Context: an optimization exercise on an open-source flow, tuned for small area and a short achievable clock period. The choices shown serve that exercise and are no tape-out recipe.
Where RTL was checked, it was by simulation tests only, not by an equivalence proof against the original.
No activity file was given, so power comes from the tool's default toggle rates.

==> flow/design.v (excerpt) <==
module alu (
    input               i_clk,
    input               i_rst_n,
    input               i_valid,
    input signed [11:0] i_data_a,
    input signed [11:0] i_data_b,
    input        [2:0]  i_inst,
    output              o_valid,
    output       [11:0] o_data,
    output              o_overflow
);
export LEC_CHECK = 0
export CAP_MARGIN = 20
export CORE_MARGIN = 2
export CORE_UTILIZATION = 40
export SETUP_SLACK_MARGIN = 4.6
export SLEW_MARGIN = 20
create_clock -name core_clock -period 10.0 [get_ports {i_clk}]
standard.sh (not shown) runs the stock make flow with config.mk's settings and CLKGATE_MAP_FILE= SYNTH_SCRIPT=/design/flow/synth_recipe.tcl, a recipe that flattens the netlist after the stock synthesis.
==> flow/flow/run.sh <==
#!/bin/bash
# The standard layout, with two changes: the port buffers are buf_2 cells, and
# after synthesis flow/fapol.py flips full-adder cells (a full adder is
# self-dual) where that removes inverters between them. Registers are untouched.
set -euo pipefail
export BUFFER_PORTS_ARGS="-buffer_cell sky130_fd_sc_hd__buf_2"
R=orfs/results/sky130hd/alu/base
bash standard.sh synth > synth.log 2>&1
python3 flow/fapol.py $R/1_2_yosys.v > fapol.log 2>&1
rm -f $R/1_synth.odb $R/1_synth.sdc
bash standard.sh > standard.log 2>&1
Other scripts of this flow, unchanged in this note and not shown: flow/flow/fapol.py
Then changed:
--- a/flow/design.v
+++ b/flow/design.v
@@ -5,25 +5,32 @@
     input signed [11:0] i_data_a,
     input signed [11:0] i_data_b,
     input        [2:0]  i_inst,
     output              o_valid,
     output       [11:0] o_data,
     output              o_overflow
 );
-reg  [13:0] x_r, y_r;
+reg  [18:0] x_r, y_r;
 reg         o_valid_r, ovf_r, abs_r, mac_r, run_r;
-reg         f_0, f_m1, f_m2;
 wire [11:0] o_data_w;
-wire [14:0] zz  = {1'b0, x_r} + {1'b0, y_r};
-wire        c_top = zz[14];
-wire [2:0]  zm   = zz[13:11];
-wire        hz   = c_top ? f_m1 : f_0;      
-wire        ho1  = c_top ? f_m2 : f_m1;     
-wire        m_ov = ~((hz & ~|zm) | (ho1 & &zm));
-assign o_data_w   = zz[11:0];
+wire [11:0] lo   = {1'b0, x_r[10:0]} + {1'b0, y_r[10:0]};
+wire        c16  = lo[11];
+wire        p11  = x_r[11] ^ y_r[11];
+wire        g11  = x_r[11] & y_r[11];
+wire [6:0]  hx   = x_r[18:12], hy = y_r[18:12];
+wire [6:0]  hp   = hx ^ hy;
+wire [6:0]  ho   = hx | hy;
+wire [6:0]  ha   = hx & hy;
+wire        e0   = ~hp[0] & (&(hp[6:1] ~^ ho[5:0]));                    
+wire        e127 =  hp[0] & (&(hp[6:1] ~^ ~ha[5:0]));                   
+wire        e126 = ~hp[0] & (hp[1] ~^ ~ho[0]) & (&(hp[6:2] ~^ ~ha[5:1]));   
+wire        eq_c0 = g11 ? e127 : (p11 ? e127 : e0);
+wire        eq_c1 = (g11 | p11) ? (p11 ? e127 : e126) : e127;
+wire        m_ov  = ~(c16 ? eq_c1 : eq_c0);
+assign o_data_w   = {p11 ^ c16, lo[10:0]};
 assign o_valid    = o_valid_r;
 assign o_data     = o_data_w & {12{run_r}};
 assign o_overflow = (m_ov & ~abs_r & run_r) | ovf_r;
 wire        is_mul    = (i_inst[2:1] == 2'b01);
 wire        is_mac    = (i_inst == 3'b011);
 wire        is_abs    = (i_inst == 3'b111);
 wire        mul_en    = i_valid & is_mul;
@@ -550,26 +557,17 @@
 assign c246 = (1'b1 & pp79) | (pp93 & (1'b1 ^ pp79));
 assign s247 = c242 ^ s245;
 assign c248 = c242 & s245;
 assign s249 = pp80 ^ pp94 ^ c246;
 assign c250 = (pp80 & pp94) | (c246 & (pp80 ^ pp94));
 assign s251 = 1'b1 ^ pp95;
 assign c252 = 1'b1 & pp95;
-wire [4:0] tx = {1'b1, pp96, s251, c248, s247};
-wire [4:0] ty = {1'b0, c252, c250, s249, c244};
-wire [4:0] tp = tx ^ ty, to = tx | ty, ta = tx & ty;
-wire        f0_d  = ~tp[0] & (&(tp[4:1] ~^ to[3:0]));
-wire        fm1_d =  tp[0] & (&(tp[4:1] ~^ ~ta[3:0]));
-wire        fm2_d = ~tp[0] & (tp[1] ~^ ~to[0]) & (&(tp[4:2] ~^ ~ta[3:1]));
 always @(posedge i_clk) begin
-  x_r  <= {s243, c234, c224, s223, c204, s203, c180, c168, c156, c146, c136, c128, c120, c114};
-  y_r  <= {c240, s239, s233, c214, s213, c192, s191, s179, s167, s155, s145, s135, s127, s119};
-  f_0  <= f0_d;
-  f_m1 <= fm1_d;
-  f_m2 <= fm2_d;
+  x_r <= {1'b1, pp96, s251, c248, s247, s243, c234, c224, s223, c204, s203, c180, c168, c156, c146, c136, c128, c120, c114};
+  y_r <= {1'b0, c252, c250, s249, c244, c240, s239, s233, c214, s213, c192, s191, s179, s167, s155, s145, s135, s127, s119};
 end
 always @(posedge i_clk or negedge i_rst_n) begin
   if (~i_rst_n) begin
     o_valid_r <= 1'b0;
     run_r     <= 1'b0;
     ovf_r     <= 1'b0;
     abs_r     <= 1'b0;
Effect: The new run went through all stages and came out clean. Critical path depth goes down by 5. Total power increases slightly. Flip-flop and latch count climbs by 5. Worst setup slack gains 0.021 ns. Sequential power grows by roughly a tenth.
No functional check of the RTL was part of the second run of this note.

* * *

the reference run:
Another version of the RTL of alu (not shown whole).
Size in the first run: ~750 cells after synthesis, ~44 I/O pins, roughly 0.0064 sq mm of cells after synthesis.
clock: 10.0 ns
lec_check: 0
cap_margin: 20
core_margin: 2
core_utilization: 40
setup_slack_margin: 4.6
slew_margin: 20
Scripts as last shown in full above: flow/flow/run.sh
Other scripts of this flow, unchanged in this note and not shown: flow/flow/fapol.py
The inputs of the trial run differ from those of the reference run as listed below.
--- a/flow/design.v
+++ b/flow/design.v
@@ -4,30 +4,35 @@
     input               i_valid,
     input signed [11:0] i_data_a,
     input signed [11:0] i_data_b,
     input        [2:0]  i_inst,
     output              o_valid,
     output       [11:0] o_data,
     output              o_overflow
 );
-reg  [12:0] x_r, y_r;
-reg         o_valid_r, ovf_r, abs_r, mac_r, run_r;
-reg         f_0, f_m1, f_m2;
-wire [11:0] o_data_w;
-wire [13:0] zz  = {1'b0, x_r} + {1'b0, y_r};
-wire        c_top = zz[13];
-wire [1:0]  zm   = zz[12:11];
-wire        hz   = c_top ? f_m1 : f_0;      
-wire        ho1  = c_top ? f_m2 : f_m1;     
-wire        m_ov = ~((hz & ~|zm) | (ho1 & &zm));
-assign o_data_w   = zz[11:0];
+reg  [18:0] x_r, y_r;
+reg         o_valid_r, ovf_r, abs_r, mac_r;
+wire [11:0] lo   = {1'b0, x_r[10:0]} + {1'b0, y_r[10:0]};
+wire        c16  = lo[11];
+wire        p11  = x_r[11] ^ y_r[11];
+wire        g11  = x_r[11] & y_r[11];
+wire [6:0]  hx   = x_r[18:12], hy = y_r[18:12];
+wire [6:0]  hp   = hx ^ hy;
+wire [6:0]  ho   = hx | hy;
+wire [6:0]  ha   = hx & hy;
+wire        e0   = ~hp[0] & (&(hp[6:1] ~^ ho[5:0]));                    
+wire        e127 =  hp[0] & (&(hp[6:1] ~^ ~ha[5:0]));                   
+wire        e126 = ~hp[0] & (hp[1] ~^ ~ho[0]) & (&(hp[6:2] ~^ ~ha[5:1]));   
+wire        eq_c0 = g11 ? e127 : (p11 ? e127 : e0);
+wire        eq_c1 = (g11 | p11) ? (p11 ? e127 : e126) : e127;
+wire        m_ov  = ~(c16 ? eq_c1 : eq_c0);
+assign o_data     = {p11 ^ c16, lo[10:0]};
 assign o_valid    = o_valid_r;
-assign o_data     = o_data_w & {12{run_r}};
-assign o_overflow = (m_ov & ~abs_r & run_r) | ovf_r;
+assign o_overflow = (m_ov & ~abs_r) | ovf_r;
 wire        is_mul    = (i_inst[2:1] == 2'b01);
 wire        is_mac    = (i_inst == 3'b011);
 wire        is_abs    = (i_inst == 3'b111);
 wire        mul_en    = i_valid & is_mul;
 wire        addsub_en = i_valid & (i_inst[2:1] == 2'b00);
 wire        mean_en   = i_valid & (i_inst == 3'b110);
 wire        acc_en    = mac_r & (is_mac | ~i_valid);
 wire        ovf_old   = mac_r & (m_ov | ovf_r);
@@ -42,17 +47,17 @@
     3'b000:  oth = i_data_b;
     3'b001:  oth = ~i_data_b;                       
     3'b100:  oth = ~(i_data_a ^ i_data_b);
     3'b101:  oth = sa ? 12'd0 : i_data_a;
     3'b110:  oth = {sb, i_data_b[11:1]};            
     default: oth = a_ge ? ra : rb;                  
   endcase
 end
-wire [11:0] row   = acc_en ? o_data_w : (oth & {12{i_valid & ~is_mul}});
+wire [11:0] row   = acc_en ? o_data : (oth & {12{i_valid & ~is_mul}});
 wire        row_c = i_valid & ((i_inst == 3'b001) | (is_abs & (a_ge ? sa : sb)));
 wire        rnd   = mean_en ? i_data_b[0] : 1'b1;
 wire one1;
 wire two2;
 wire neg3;
 wire pp4;
 wire pp5;
 wire pp6;
@@ -549,39 +554,28 @@
 assign s245 = 1'b1 ^ pp79 ^ pp93;
 assign c246 = (1'b1 & pp79) | (pp93 & (1'b1 ^ pp79));
 assign s247 = c242 ^ s245;
 assign c248 = c242 & s245;
 assign s249 = pp80 ^ pp94 ^ c246;
 assign c250 = (pp80 & pp94) | (c246 & (pp80 ^ pp94));
 assign s251 = 1'b1 ^ pp95;
 assign c252 = 1'b1 & pp95;
-wire [5:0] tx = {1'b1, pp96, s251, c248, s247, s243};
-wire [5:0] ty = {1'b0, c252, c250, s249, c244, c240};
-wire [5:0] tp = tx ^ ty, to = tx | ty, ta = tx & ty;
-wire        f0_d  = ~tp[0] & (&(tp[5:1] ~^ to[4:0]));
-wire        fm1_d =  tp[0] & (&(tp[5:1] ~^ ~ta[4:0]));
-wire        fm2_d = ~tp[0] & (tp[1] ~^ ~to[0]) & (&(tp[5:2] ~^ ~ta[4:1]));
-always @(posedge i_clk) begin
-  x_r  <= {c234, c224, s223, c204, s203, c180, c168, c156, c146, c136, c128, c120, c114};
-  y_r  <= {s239, s233, c214, s213, c192, s191, s179, s167, s155, s145, s135, s127, s119};
-  f_0  <= f0_d;
-  f_m1 <= fm1_d;
-  f_m2 <= fm2_d;
-end
 always @(posedge i_clk or negedge i_rst_n) begin
   if (~i_rst_n) begin
     o_valid_r <= 1'b0;
-    run_r     <= 1'b0;
+    x_r       <= 19'd0;
+    y_r       <= 19'd0;
     ovf_r     <= 1'b0;
     abs_r     <= 1'b0;
     mac_r     <= 1'b0;
   end else begin
     o_valid_r <= i_valid;
-    run_r     <= 1'b1;
+    x_r       <= {1'b1, pp96, s251, c248, s247, s243, c234, c224, s223, c204, s203, c180, c168, c156, c146, c136, c128, c120, c114};
+    y_r       <= {1'b0, c252, c250, s249, c244, c240, s239, s233, c214, s213, c192, s191, s179, s167, s155, s145, s135, s127, s119};
     abs_r     <= is_abs;
     if (i_valid) begin
       mac_r <= is_mac;
       ovf_r <= is_mac & ovf_old;
     end else begin
       ovf_r <= ovf_old;
     end
   end
## What came out
Compared with the reference run, the trial run shows a higher total power per unit cell area.
Share of layout cells above drive strength 1 (higher): the reference run
Critical-path maximum fanout: the trial run > the reference run
The trial run vs the reference run, proportion of power drawn by combinational gates went down by 4.8 points.
The trial run: cell area after synthesis is 6.0% higher than what the reference run reported.
Taking the reference run as the reference, in the trial run cell area moved down, clock skew now sits at about the same level.
Lower total power after layout was reported by the reference run, not the trial run.
Setup slack: the trial run vs the reference run up 0.15 ns
For the share of total power in sequential cells, the trial run came in 1.3 points higher than the reference run did.
Diff the reference run -> the trial run | clock period minus worst slack | decrease of 0.15 ns
The RTL of the reference run was laid out without a check of its function.

## static timing again, ports no longer ideal
The results above use ideal ports. As a check the final layouts listed here were re-extracted and re-timed, cells and wires unchanged. Step 1 (the two cells are an assumption about what drives the block):
set clk [get_ports {i_clk}]
set_driving_cell -lib_cell sky130_fd_sc_hd__clkbuf_16 $clk
set_driving_cell -lib_cell sky130_fd_sc_hd__buf_2 [delete_from_list [all_inputs] $clk]
Step 2, shift: input delay + t, output delay - t, t = (earliest + latest rising clock arrival at the registers) / 2. This alone moves slack from input paths to output paths. Three values: ideal, step 1, step 2; two values: the first two.
run	shift t [ns]	setup WS [ns]	hold slack, ns	worst slew at a driven data input, ns	cell pins on the clock port's net
the first run of note 1	0.305	4.648 / 4.549 / 4.244	0.570 / 0.570 / 0.570	0.15	1
the second run of note 1	0.330	4.669 / 4.619 / 4.289	0.540 / 0.540 / 0.540	0.16	1
the reference run	0.316	4.504 / 4.448 / 4.133	0.510 / 0.510 / 0.510	0.13	1
the trial run	0.328	4.655 / 4.610 / 4.282	0.521 / 0.521 / 0.521	0.09	1
After both steps setup and hold are still met in every run listed. The setup slack of the first run of note 1, which loses most, moves by -0.099 ns with the drivers and by -0.404 ns with both steps.
